Background: an optimization exercise with open tools, aiming at small area and few clock cycles. Do not read the settings as production practice. The RTL was checked by simulation tests, not by an equivalence proof against the original design. Power and IR drop assume default switching activity.

--- flow/run.sh ---
#!/bin/bash
# synth_recipe.tcl (not shown) runs the flow's synth.tcl, then flattens the netlist and writes it again
# the make line also repeats each setting of config.mk as NAME=value (left out here)
make -C /OpenROAD-flow-scripts/flow DESIGN_CONFIG=/design/flow/config.mk WORK_HOME=/design/flow/orfs CLKGATE_MAP_FILE= SYNTH_SCRIPT=/design/flow/synth_recipe.tcl finish
--- flow/config.mk ---
export PLATFORM = sky130hd
export DESIGN_NAME = cache
export DESIGN_NICKNAME = cache
export VERILOG_FILES = /design/flow/design.v
export SDC_FILE = /design/flow/constraint.sdc
export NUM_CORES = 4
export LEC_CHECK = 0
export CAP_MARGIN = 20
export CORE_MARGIN = 2
export CORE_UTILIZATION = 40
export PLACE_DENSITY = 0.6
export SETUP_SLACK_MARGIN = 0.2
export SLEW_MARGIN = 20
--- flow/constraint.sdc ---
create_clock -name core_clock -period 10.0 [get_ports {i_clk}]
set_input_delay 2.0000 -clock core_clock [delete_from_list [all_inputs] [get_ports {i_clk}]]
set_output_delay 2.0000 -clock core_clock [all_outputs]
set_load 0.01 [all_outputs]
--- flow/design.v ---
`default_nettype none
module cache (
    input  wire        i_clk,
    input  wire        i_rst,
    input  wire        i_mem_ready,
    output wire [31:0] o_mem_addr,
    output wire        o_mem_ren,
    output wire        o_mem_wen,
    output wire [31:0] o_mem_wdata,
    input  wire [31:0] i_mem_rdata,
    input  wire        i_mem_valid,
    output wire        o_busy,
    input  wire [31:0] i_req_addr,
    input  wire        i_req_ren,
    input  wire        i_req_wen,
    input  wire [ 3:0] i_req_mask,
    input  wire [31:0] i_req_wdata,
    output wire [31:0] o_res_rdata
);
  localparam O = 4;   
  localparam S = 3;   
  localparam DEPTH = 2 ** S;   
  localparam W = 2;   
  localparam T = 32 - O - S;   
  localparam D = 2 ** O / 4;   
  reg busy1;
  assign o_busy = busy1;
  reg [   31:0] datas0[DEPTH - 1:0][D - 1:0];   
  reg [   31:0] datas1[DEPTH - 1:0][D - 1:0];   
  reg [T - 1:0] tags0 [DEPTH - 1:0];   
  reg [T - 1:0] tags1 [DEPTH - 1:0];   
  reg [    1:0] valid [DEPTH - 1:0];   
  reg           lru   [DEPTH - 1:0];   
  wire [T - 1:0] req_tag = i_req_addr[31:O+S];   
  wire [S - 1:0] req_index = i_req_addr[O+S-1:O];   
  wire [1:0] req_wrdOffset = i_req_addr[3:2];   
  wire hit;
  wire Line0_hit = valid[req_index][0] && (tags0[req_index] == req_tag);
  wire Line1_hit = valid[req_index][1] && (tags1[req_index] == req_tag);
  assign hit = Line0_hit || Line1_hit;
  reg cache_Rhit;
  reg ready2write;
  localparam IDLE     = 3'b000;
  localparam MEMREAD  = 3'b001;
  localparam MEMWRITE = 3'b010;
  localparam OUT_DATA = 3'b011;
  reg [2:0] state;
  reg [2:0] next_state;
  always @(posedge i_clk) begin
    if (i_rst) begin
      state <= IDLE;
    end else begin
      state <= next_state;
    end
  end
  reg i_req_wen_ff;
  reg i_req_ren_ff;
  always @(posedge i_clk) begin
    if (i_rst) begin
      i_req_wen_ff <= 1'b0;
      i_req_ren_ff <= 1'b0;
    end else begin
      if (state == IDLE) begin
        i_req_wen_ff <= i_req_wen;
        i_req_ren_ff <= i_req_ren;
      end
    end
  end
  reg [2:0] mem_add_read;
  reg [1:0] block_offset;
  wire [31:0] o_req_addr_offset = {i_req_addr[31:O], mem_add_read[1:0], 2'b00};
  wire [31:0] Data2Write;
  assign o_mem_addr = (state == MEMREAD) ? o_req_addr_offset : {i_req_addr[31:2], 2'b00};
  assign o_mem_ren  = (state == MEMREAD) && ~mem_add_read[2];
  integer i, x;
  always @(posedge i_clk) begin
    if (i_rst) begin
      for (i = 0; i < DEPTH; i = i + 1) begin
        valid[i] <= 2'd0;
        tags0[i] <= {T{1'b0}};
        tags1[i] <= {T{1'b0}};
        lru[i]   <= 1'd0;
        for (x = 0; x < D; x = x + 1) begin
          datas0[i][x] <= 32'b0;
          datas1[i][x] <= 32'b0;
        end
      end
      mem_add_read <= 3'b0;
      block_offset <= 2'b0;
    end else begin
      if (state != MEMREAD) begin
        mem_add_read <= 3'b0;
        block_offset <= 2'b0;
      end else begin
        if (o_mem_ren && i_mem_ready) begin
          mem_add_read <= mem_add_read + 3'd1;
        end
        if (i_mem_valid) begin
          block_offset <= block_offset + 2'd1;
          if (~valid[req_index][0]) begin
            datas0[req_index][block_offset] <= i_mem_rdata;
            tags0[req_index] <= req_tag;
            if (block_offset == 2'd3) begin
              valid[req_index][0] <= 1'b1;
              lru[req_index] <= 1'b1;   
            end
          end else if (~valid[req_index][1]) begin
            datas1[req_index][block_offset] <= i_mem_rdata;
            tags1[req_index] <= req_tag;
            if (block_offset == 2'd3) begin
              valid[req_index][1] <= 1'b1;
              lru[req_index] <= 1'b0;   
            end
          end else begin
            if (lru[req_index] == 1'b0) begin
              datas0[req_index][block_offset] <= i_mem_rdata;
              tags0[req_index] <= req_tag;
              if (block_offset == 2'd3) begin
                lru[req_index] <= 1'b1;   
              end
            end else begin
              datas1[req_index][block_offset] <= i_mem_rdata;
              tags1[req_index] <= req_tag;
              if (block_offset == 2'd3) begin
                lru[req_index] <= 1'b0;   
              end
            end
          end
        end
      end
      if (ready2write) begin
        if (Line0_hit) begin
          datas0[req_index][req_wrdOffset] <= Data2Write;
          lru[req_index] <= 1'b1;   
        end
        if (Line1_hit) begin
          datas1[req_index][req_wrdOffset] <= Data2Write;
          lru[req_index] <= 1'b0;   
        end
      end
    end
  end
  wire [31:0] cache_word =
    Line0_hit ? datas0[req_index][req_wrdOffset] :
    Line1_hit ? datas1[req_index][req_wrdOffset] :
    32'h0;
  wire [31:0] mask32 =
    (i_req_mask == 4'b1111) ? 32'hFFFFFFFF :
    (i_req_mask == 4'b0011) ? 32'h0000FFFF :
    (i_req_mask == 4'b1100) ? 32'hFFFF0000 :
    (i_req_mask == 4'b0001) ? 32'h000000FF :
    (i_req_mask == 4'b0010) ? 32'h0000FF00 :
    (i_req_mask == 4'b0100) ? 32'h00FF0000 :
    (i_req_mask == 4'b1000) ? 32'hFF000000 :
                              32'h00000000;
  wire [31:0] Cache_masked_output_val = cache_word & mask32;
  assign o_res_rdata = (cache_Rhit) ? Cache_masked_output_val : 32'b0;
  assign Data2Write = (cache_word & ~mask32) | (i_req_wdata & mask32);
  assign o_mem_wen   = ready2write;
  assign o_mem_wdata = Data2Write;
  always @(*) begin
    next_state = state;
    busy1 = 1'b0;
    cache_Rhit = 1'b0;
    ready2write = 1'b0;
    case (state)
      IDLE: begin
        cache_Rhit = 1'b1;
        if ((i_req_wen || i_req_ren) && ~hit) begin   
          next_state = MEMREAD;
          busy1 = 1'b1;
          cache_Rhit = 1'b0;
        end
        if (hit && i_req_wen) begin   
          cache_Rhit = 1'b0;
          if (i_mem_ready) begin
            ready2write = 1'b1;
          end else begin
            next_state = MEMWRITE;
            busy1 = 1'b1;
          end
        end
      end
      MEMREAD: begin
        busy1 = 1'b1;   
        if (block_offset == 2'd3 && i_mem_valid) begin   
          if (i_req_ren_ff) begin
            next_state = OUT_DATA;
          end else begin
            next_state = MEMWRITE;
          end
        end
      end
      OUT_DATA: begin
        cache_Rhit = 1'b1;
        next_state = IDLE;
      end
      MEMWRITE: begin
        busy1 = 1'b1;
        if (i_mem_ready) begin
          ready2write = 1'b1;
          busy1 = 1'b0;   
          next_state = IDLE;
        end
      end
      default: begin
        next_state = IDLE;
      end
    endcase
  end
endmodule
`default_nettype wire
==> qor.yml, run 1 <==
global_route:
  antenna_found_initial: 23
  grt_start_max_net_pins: 154
  grt_pass1_wl_um: 627000
  grt_use_total: 0.292
  grt_pass1_vias: 83722
  globalRouteOverflowTotal: 0
cells_and_area:
  layout.cells.non_filler: 12736
  drive_gt1_frac: 0.191
  fillerInstances: 25868
  final_nets: 8699
  finalCoreUtilization: 0.457
  area_growth_pct: 13.7
critical_path:
  cp_slowest_stage_delay_ps: 820
  crit_chain: "buf_4 -> nor2b_2 -> a221oi_1 -> o21ai_0 -> xor2_1 -> or3_1 -> or4_1 -> nor3_4 -> buf_4 -> buf_4 -> a21oi_1 -> nor3_1 -> buf_4 -> clkdlybuf4s50_1"
  cp-end-kind: "output port"
  cpMostUsedCell: "buf_4"
  cp_top_family: "simple AND/OR/NAND/NOR gates"
  startpoint_type: "input pin"
  critical_path_buf_inv_count: 5
  worstPathRequired_ps: 8000
  arrival_ps: 7770
  worstPathMaxFanout: 21
  critical-path-slowest-cell: "nor3_1"
  critPathKind: "in2out"
route:
  ant_nets: 0
  firstDrtPassIters: 7
  via_per_inst: 6.73
  wl_per_cell_um: 35.3
  wl_um: 450000
  drc_errors: 0
  first_iter_violations: 14195
  route.vias.total: 85708
power_and_ir_drop:
  p_per_area_nw_per_um2: 178
  p_leak_nw: 44.1
  total_power_mw: 23.9
  max-vdd-ir-drop_mv: 0.130
cts:
  clock_latency_ps: 950
  numCtsBuffers: 279
  hold_buffers: 0
  post_cts_buffers: 0
  path_clk_slew_ps: 60
  root_buffer: "clkbuf_16"
  h-tree-depth: 5
  cts-resized-gates: 0
  cts_tree: "done"
  clock_path_buffers: 4
  cts.sinks: 2481
sta:
  fin_worst_skew_ps: 104
  worstMarginPinSlew_ps: 1350
  setup_viol: 0
  rsz0062_at_grt: "false"
  min_period_ps: 9770
  drv_slew: 0
  finalCritPeriodShare: 0.977
  hold_slack_ps: 475
  hold_viol_final: 0
  clock.fmax_mhz: 102
  maxSlewHeadroom: 0.0976
  setup_tns_ps: 0
floorplanning:
  initial_core_util: 0.401
  rows: 199
  coreArea_um2: 294000
  die_w_um: 547
  dieArea_um2: 299000
  die_h_um: 547
  boundaryPins: 205
worst_hold_path:
  hp-class: "reg2reg"
synthesis:
  synth.cell_area_um2: 118000
  synth_cells: 8819
  ys.flop_type: "edfxtp_1"
  synthArstFlopShare: 0
  synthDistinctLibCells: 73
  synth_edf_count: 2456
  yosys.area.top_type: "edfxtp_1"
  ys_seq_area_frac: 0.630
  ys_ff_latch: 2481
  synth_top_cell_area_share: 0.626
  synthTopCellsByArea: "edfxtp_1, o32ai_1, mux4_2"
  avgSynthCellArea_um2: 13.4
  yosys_warnings: 1
placed_design:
  gp_congestion: 0.905
  hpwl_um: 268000
  place_inst: 12224
  io_buffers: 200
run_status:
  status: "finished clean"
flow_run:
  cap_violations: 0
## where the power goes
part	total [mW]	internal [mW]	switching (mW)
sequential	11.8	11.7	0.0875
combinational	2.07	0.597	1.47
clock	10.0	5.62	4.39
total	23.9	18.0	5.94
## through the flow
step	instance area, um2	worst slack, ps
floorplan	118000	2540
global placement	125000	335
detailed placement	125000	338
CTS	134000	316
global route	134000	241
finish	134000	227
## state kept, by name, indices dropped and copies added, names as in the netlist
register / count
i_req_ren_ff: 1
lru: 8
datas1: 1024
state: 3
tags0: 200
block_offset: 2
mem_add_read: 3
tags1: 200
valid: 16
datas0: 1024
## layer usage
metal	global-route usage	share of wire	up-vias
li1	-	-	34306
met1	0.370	0.35	43234
met2	0.445	0.45	6753
met3	0.0770	0.13	1405
met4	0.182	0.071	10
met5	0	0.00016	-
## synth_stat cells, types with 46 or more instances
library cell,count
a211oi_1,63
a21oi_1,148
a22oi_1,104
and2_1,326
buf_1,77
buf_2,58
clkbuf_1,960
edfxtp_1,2456
mux2_2,255
mux2i_1,331
mux4_2,329
nand2_1,318
nand3_1,137
nor2_1,1224
nor2b_1,46
nor3_1,139
o21ai_0,84
o22ai_1,141
o31ai_1,96
o32ai_1,931
or3_1,47
## kinds of logic after synthesis
| logic type | after synthesis | synth area share |
|---|---|---|
| mux | 916 | 0.115 |
| buf+inv | 1167 | 0.0392 |
| flops | 2481 | 0.630 |
| simple gates | 2398 | 0.0923 |
| other cells | 1 | 0.0000318 |
| xor+xnor | 29 | 0.00216 |
| fa+ha+maj | 2 | 0.000212 |
| compound gates | 1825 | 0.121 |
## final timing paths
path / startpoint / to / slack (ps) / cells past startpoint
hold / removal: valid[6][1] / valid[6][1] / 480 / 2
hold reg to reg: valid[6][1] / valid[6][1] / 480 / 2
setup reg to reg: tags1[6][2] / datas1[3][22] / 4790 / 11
setup / recovery: i_req_addr[5] / o_res_rdata[28] / 230 / 14
## area by class of cell
type	count	area (um2)	share of cell area
Clock buffer	351	7310	0.0546
Inverter	30	113	0.000840
Multi-Input combinational cell	5173	40300	0.301
Clock inverter	140	1370	0.0102
Sequential cell	2481	74300	0.554
Tap cell	3919	4900	0.0366
Timing Repair Buffer	626	5710	0.0426
Antenna cell	16	40.0	0.000299
## tightest hold or removal path: cells and delay by family (launching register included)
kind | cells | cell delay [ps]
AO/OA/AOI/OAI | 1 | 70
buffers and inverters | 1 | 50
flip-flops | 1 | 310
## placed cells by master (no fill, tap or decap), types with 30 or more instances in the layout
master,netlist,routed
a221oi_1,41,41
o31ai_1,96,96
nand3_1,137,136
clkinv_1,3,59
a2111oi_0,37,35
a22oi_1,104,104
o21ai_0,84,84
clkbuf_16,0,280
o22ai_1,141,141
buf_4,39,392
edfxtp_1,2456,2456
clkbuf_1,960,67
a21oi_1,148,88
a21oi_4,0,41
nand4_1,30,30
mux4_2,329,329
a211oi_1,63,62
mux2i_1,331,331
nand2_1,318,310
a22o_1,42,42
mux2_2,255,255
nor2_4,0,30
a21o_2,0,32
nor2_1,1224,1180
nor3_1,139,133
clkdlybuf4s50_1,0,193
o32ai_1,931,931
and2_1,326,323
nor2b_1,46,43
clkinv_2,0,33
Testbench counts, summed over its fixed seeds: cycles 61,603.
==> inputs of run 2 (changes only) <==
==> flow/design.v (replaced) <==
`default_nettype none
module cache (
    input  wire        i_clk,
    input  wire        i_rst,
    input  wire        i_mem_ready,
    output wire [31:0] o_mem_addr,
    output wire        o_mem_ren,
    output wire        o_mem_wen,
    output wire [31:0] o_mem_wdata,
    input  wire [31:0] i_mem_rdata,
    input  wire        i_mem_valid,
    output wire        o_busy,
    input  wire [31:0] i_req_addr,
    input  wire        i_req_ren,
    input  wire        i_req_wen,
    input  wire [ 3:0] i_req_mask,
    input  wire [31:0] i_req_wdata,
    output wire [31:0] o_res_rdata
);
  localparam S = 3;
  localparam DEPTH = 8;
  localparam T = 25;
  reg [31:0] datas0[0:DEPTH*4-1];
  reg [31:0] datas1[0:DEPTH*4-1];
  reg [T-1:0] tags0[0:DEPTH-1];
  reg [T-1:0] tags1[0:DEPTH-1];
  reg [DEPTH-1:0] valid0;
  reg [DEPTH-1:0] valid1;
  reg [DEPTH-1:0] lru;   
  wire [T-1:0] req_tag = i_req_addr[31:7];
  wire [S-1:0] req_set = i_req_addr[6:4];
  wire [1:0] req_word = i_req_addr[3:2];
  wire hit0 = valid0[req_set] && (tags0[req_set] == req_tag);
  wire hit1 = valid1[req_set] && (tags1[req_set] == req_tag);
  wire hit = hit0 || hit1;
  reg st_fill;   
  reg st_wait;   
  reg wr_r;   
  reg wdone;   
  reg [2:0] ic;   
  reg [2:0] rc;   
  wire idle = ~st_fill & ~st_wait;
  wire req = i_req_ren | i_req_wen;
  wire miss_start = idle & req & ~hit;
  wire whit = idle & i_req_wen & hit;
  wire resp = st_fill & i_mem_valid;
  wire resp_first = resp & (rc[1:0] == 2'd0) & ~rc[2];
  wire resp_last = resp & (rc[1:0] == 2'd3);
  wire rc_done = rc[2] | resp_last;
  assign o_mem_ren = miss_start | (st_fill & ~ic[2]);
  wire rd_acc = o_mem_ren & i_mem_ready;
  wire [1:0] rd_word = req_word + (ic[1:0] & {2{st_fill}});
  assign o_mem_addr = {i_req_addr[31:4], rd_word, 2'b00};
  wire [4:0] widx = {req_set, req_word};
  wire [31:0] cache_word = hit1 ? datas1[widx] : datas0[widx];
  wire [31:0] mask32 = {{8{i_req_mask[3]}}, {8{i_req_mask[2]}}, {8{i_req_mask[1]}}, {8{i_req_mask[0]}}};
  wire merge = ~resp | (wr_r & resp_first);
  wire [31:0] base = resp ? i_mem_rdata : cache_word;
  wire [31:0] din = merge ? ((base & ~mask32) | (i_req_wdata & mask32)) : base;
  wire fill_w = st_fill & wr_r & ~wdone & ic[2] & merge & ((rc != 3'd0) ^ resp);
  assign o_mem_wen = whit | st_wait | fill_w;
  assign o_mem_wdata = din;
  wire w_acc = o_mem_wen & i_mem_ready;
  wire fill_done = st_fill & rc_done & (~wr_r | wdone | w_acc);
  assign o_busy = idle ? (miss_start | (whit & ~i_mem_ready)) :
                  st_wait ? ~i_mem_ready : ~fill_done;
  assign o_res_rdata = cache_word;
  wire fway = ~valid0[req_set] ? 1'b0 : ~valid1[req_set] ? 1'b1 : lru[req_set];
  wire uway = hit ? hit1 : fway;
  wire arr_we = whit | resp;
  wire arr_way = hit1;
  wire [1:0] arr_word = resp ? (req_word + rc[1:0]) : req_word;
  wire [4:0] aidx = {req_set, arr_word};
  always @(posedge i_clk) begin
    if (arr_we) begin
      if (arr_way) datas1[aidx] <= din;
      else datas0[aidx] <= din;
    end
    if (miss_start) begin
      if (fway) tags1[req_set] <= req_tag;
      else tags0[req_set] <= req_tag;
    end
    if (miss_start | whit) lru[req_set] <= ~uway;
  end
  always @(posedge i_clk) begin
    if (i_rst) begin
      valid0 <= {DEPTH{1'b0}};
      valid1 <= {DEPTH{1'b0}};
    end else if (miss_start) begin
      if (fway) valid1[req_set] <= 1'b1;
      else valid0[req_set] <= 1'b1;
    end
  end
  always @(posedge i_clk) begin
    if (i_rst) begin
      st_fill <= 1'b0;
      st_wait <= 1'b0;
    end else begin
      if (miss_start) st_fill <= 1'b1;
      else if (fill_done) st_fill <= 1'b0;
      if (whit & ~i_mem_ready) st_wait <= 1'b1;
      else if (st_wait & i_mem_ready) st_wait <= 1'b0;
    end
  end
  always @(posedge i_clk) begin
    if (miss_start) begin
      wr_r <= i_req_wen;
      wdone <= 1'b0;
      ic <= {2'b00, i_mem_ready};
      rc <= 3'd0;
    end else begin
      if (rd_acc) ic <= ic + 3'd1;
      if (resp) rc <= rc + 3'd1;
      if (w_acc) wdone <= 1'b1;
    end
  end
endmodule
`default_nettype wire
==> qor.yml, run 2 <==
sta:
  hold_viol_final: 0  # unchanged
  finalCritPeriodShare: 0.931  # -0.0467
  setup_slack_ps: 694  # +467 ps
  maxSlewHeadroom: 0.151  # +0.0538
  min_period_ps: 9310  # -467 ps
  setup_viol: 0  # unchanged
  setup_tns_ps: 0  # unchanged
  drv_slew: 0  # unchanged
  fin_worst_skew_ps: 29.2  # -74.6 ps
  clock.fmax_mhz: 107  # +5.0%
  worstMarginPinSlew_ps: 1260  # -92.3 ps
  rsz0062_at_grt: "false"
global_route:
  grt_pass1_wl_um: 372000  # -41%
  grt_use_total: 0.217  # -0.0746
  grt_start_max_net_pins: 90  # -42%
  grtUsageMet2: 0.357  # -0.0879
  grtUsageMet1: 0.291  # -0.0794
  grt_use_met3: 0.0377  # -0.0392
  antenna_found_initial: 18  # -22%
  busiest_layer: "met2"
  grt_pass1_vias: 48085  # -43%
  globalRouteOverflowTotal: 0  # unchanged
cells_and_area:
  layout.cells.non_filler: 8229  # -35%
  register_area_um2: 74300  # about the same
  area_growth_pct: 15.7
  final_nets: 4949  # -43%
  drive_gt1_frac: 0.262  # +0.0717
  finalCoreUtilization: 0.465  # +0.00814
  fillerInstances: 19783  # -24%
  multi_input_area_um2: 21800  # -46%
  layout_common_cells: "edfxtp_1, mux4_2, buf_4, clkbuf_16, mux2i_1"
  reg_top3: "datas0 (1024), datas1 (1024)"
  final_common_cell: "edfxtp_1"
route:
  drc_errors: 0  # unchanged
  firstDrtPassIters: 6  # -1
  first_iter_violations: 5370  # -62%
  route.vias.total: 48138  # -44%
  via_per_inst: 5.85  # -13%
  ant_nets: 0  # unchanged
  wl_per_cell_um: 32.4  # -8.1%
  wl_um: 267000  # -41%
power_and_ir_drop:
  max-vdd-ir-drop_mv: 0.198  # +52%
  p_leak_nw: 35.1  # -20%
  p_per_area_nw_per_um2: 197  # +11%
floorplanning:
  die_w_um: 495  # -9.4%
  die_h_um: 495  # -9.4%
  initial_core_util: 0.402  # about the same
  dieArea_um2: 245000  # -18%
  boundaryPins: 205  # unchanged
  coreArea_um2: 240000  # -18%
  rows: 180  # -9.5%
synthesis:
  ys.flop_type: "edfxtp_1"
  synth_edf_count: 2458  # +0.081%
  netlist_top_cells_count: "edfxtp_1, mux4_2, mux2i_1"
  ys_seq_area_frac: 0.770  # +0.140
  synth.cell_area_um2: 96500  # -18%
  synthDistinctLibCells: 75  # +2.7%
  avgSynthCellArea_um2: 21.9  # +64%
  ys_ff_latch: 2482  # +0.040%
  synth_most_common_cell: "edfxtp_1"
  synth_top_cell_area_share: 0.765  # +0.139
  yosys_warnings: 1  # unchanged
  synthTopCellsByArea: "edfxtp_1, mux4_2, mux2i_1"
  yosys.area.top_type: "edfxtp_1"
  synth_cells: 4413  # -50%
  synthArstFlopShare: 0  # unchanged
flow_run:
  cap_violations: 0  # unchanged
critical_path:
  cp_top_family: "simple AND/OR/NAND/NOR gates"
  critical_path_buf_inv_count: 4  # -1
  worstPathRequired_ps: 8000  # about the same
  crit_chain: "clkdlybuf4s50_1 -> buf_4 -> nor2b_2 -> a22oi_1 -> a21oi_1 -> o22ai_1 -> or4_1 -> nor4_4 -> buf_12 -> mux2i_1 -> o21ai_4 -> clkdlybuf4s50_1"
  startpoint_type: "input pin"
  arrival_ps: 7310  # -460 ps
  critPathKind: "in2out"
  cpMostUsedCell: "clkdlybuf4s50_1"
  worstPathMaxFanout: 32  # +52%
  critical-path-slowest-cell: "nor2b_2"
  cp_slowest_stage_delay_ps: 790  # -30 ps
  cp-end-kind: "output port"
cts:
  hold_buffers: 0  # unchanged
  cts-resized-gates: 0  # unchanged
  post_cts_buffers: 0  # unchanged
  path_clk_slew_ps: 60  # about the same
  cts.sinks: 2482  # +0.040%
  cts_tree: "done"
  root_buffer: "clkbuf_16"
  numCtsBuffers: 231  # -17%
  clock_path_buffers: 3  # -1
  clock_latency_ps: 860  # -90 ps
  h-tree-depth: 4  # -1
placed_design:
  hpwl_um: 160000  # -40%
  place_ws_ps: 788  # +450 ps
  gp_congestion: 0.864  # -4.6%
  place_inst: 7785  # -36%
  io_buffers: 200  # unchanged
run_status:
  status: "finished clean"
worst_hold_path:
  hp-class: "reg2reg"
-- run 2: cell types whose count changed after synthesis, moves of 227 or more --
cell | before | now
mux4_2 | 329 | 580
nand2_1 | 318 | 91
clkbuf_1 | 960 | 133
o32ai_1 | 931 | 0
mux2_2 | 255 | 25
nor2_1 | 1224 | 55
and2_1 | 326 | 8
-- run 2: cell type report --
class,instances,share of cell area
Timing Repair Buffer,458,0.0374
Inverter,42,0.00148
Sequential cell,2482,0.665
Clock buffer,289,0.0544
Clock inverter,139,0.0104
Antenna cell,15,0.000336
Multi-Input combinational cell,1619,0.195
Tap cell,3185,0.0357
-- run 2: final timing paths --
kind	slack [ps]	startpoint	cells after the start	to
worst min-delay path	470	valid0[7]	2	valid0[7]
worst max register to register	4720	tags1[7][13]	11	datas0[20][0]
worst min register to register	470	valid0[7]	2	valid0[7]
worst max-delay path	690	i_req_addr[6]	12	o_mem_wdata[18]
-- run 2: per-layer routing --
layer  up-vias  wire length [um]
li1      19609                 -
met1     26247            107000
met2      1923            131000
met3       359             18500
met4         0             10100
met5         -                 0
-- run 2: worst min-delay path, cell delays in order (launching register included) --
cell and delay (ps):
dfxtp_1 330, nand2b_1 60, o41ai_1 50
-- run 2: through the flow --
step / instance area (um2) / hold WS (ps) / power [mW]
2_1_floorplan: 96500 / 419 / 12.9
6_report: 112000 / 468 / 22.0
4_1_cts: 112000 / 462 / 22.2
3_5_place_dp: 104000 / 440 / 13.8
3_3_place_gp: 104000 / 436 / 13.7
5_1_grt: 112000 / 473 / 22.7
-- run 2: power by group --
part           internal (mW)  switching, mW  total, mW  leakage (nW)
registers               11.7         0.0150       11.8          22.4
logic                  0.545           1.23       1.77          9.15
clock network           4.70           3.80       8.50          3.55
-- run 2: kinds of logic (layout without fill, tap and decap cells) --
family	count (synthesis)	after routing	share of synthesized area
compound gates	375	375	0.0289
other cells	1	17	0.0000389
buf+inv	313	928	0.0148
simple gates	377	377	0.0214
mux	815	815	0.160
fa+ha+maj	9	9	0.00117
xor+xnor	41	41	0.00372
flops	2482	2482	0.770
Testbench counts of run 2, summed over its fixed seeds: cycles 55,009.

what the ideal ports hide:
In the flow no input, the clock included, has a driving cell. The finished layouts below were timed again as built, in two steps.
Step 1 assumes that a clkbuf_16 drives the clock port and a buf_2 every other input.
Step 2, shift: input delay + t, output delay - t, t = (earliest + latest rising clock arrival at the registers) / 2. This alone moves slack from input paths to output paths.
a / b / c = ideal ports / drivers / drivers and shift; a / b = the first two.
| run | t, ns | setup WS [ns] | hold WS [ns] | cell pins on the clock port's net |
|---|---|---|---|---|
| run 1 | 1.001 | 0.227 / 0.191 / 0.191 | 0.475 / 0.475 / 0.475 | 1 |
| run 2 | 0.952 | 0.694 / 0.668 / 0.668 | 0.468 / 0.468 / 0.468 | 1 |
After both steps setup and hold are still met in every run listed. The setup slack of run 1, which loses most, moves by -0.036 ns with the drivers and by -0.036 ns with both steps.
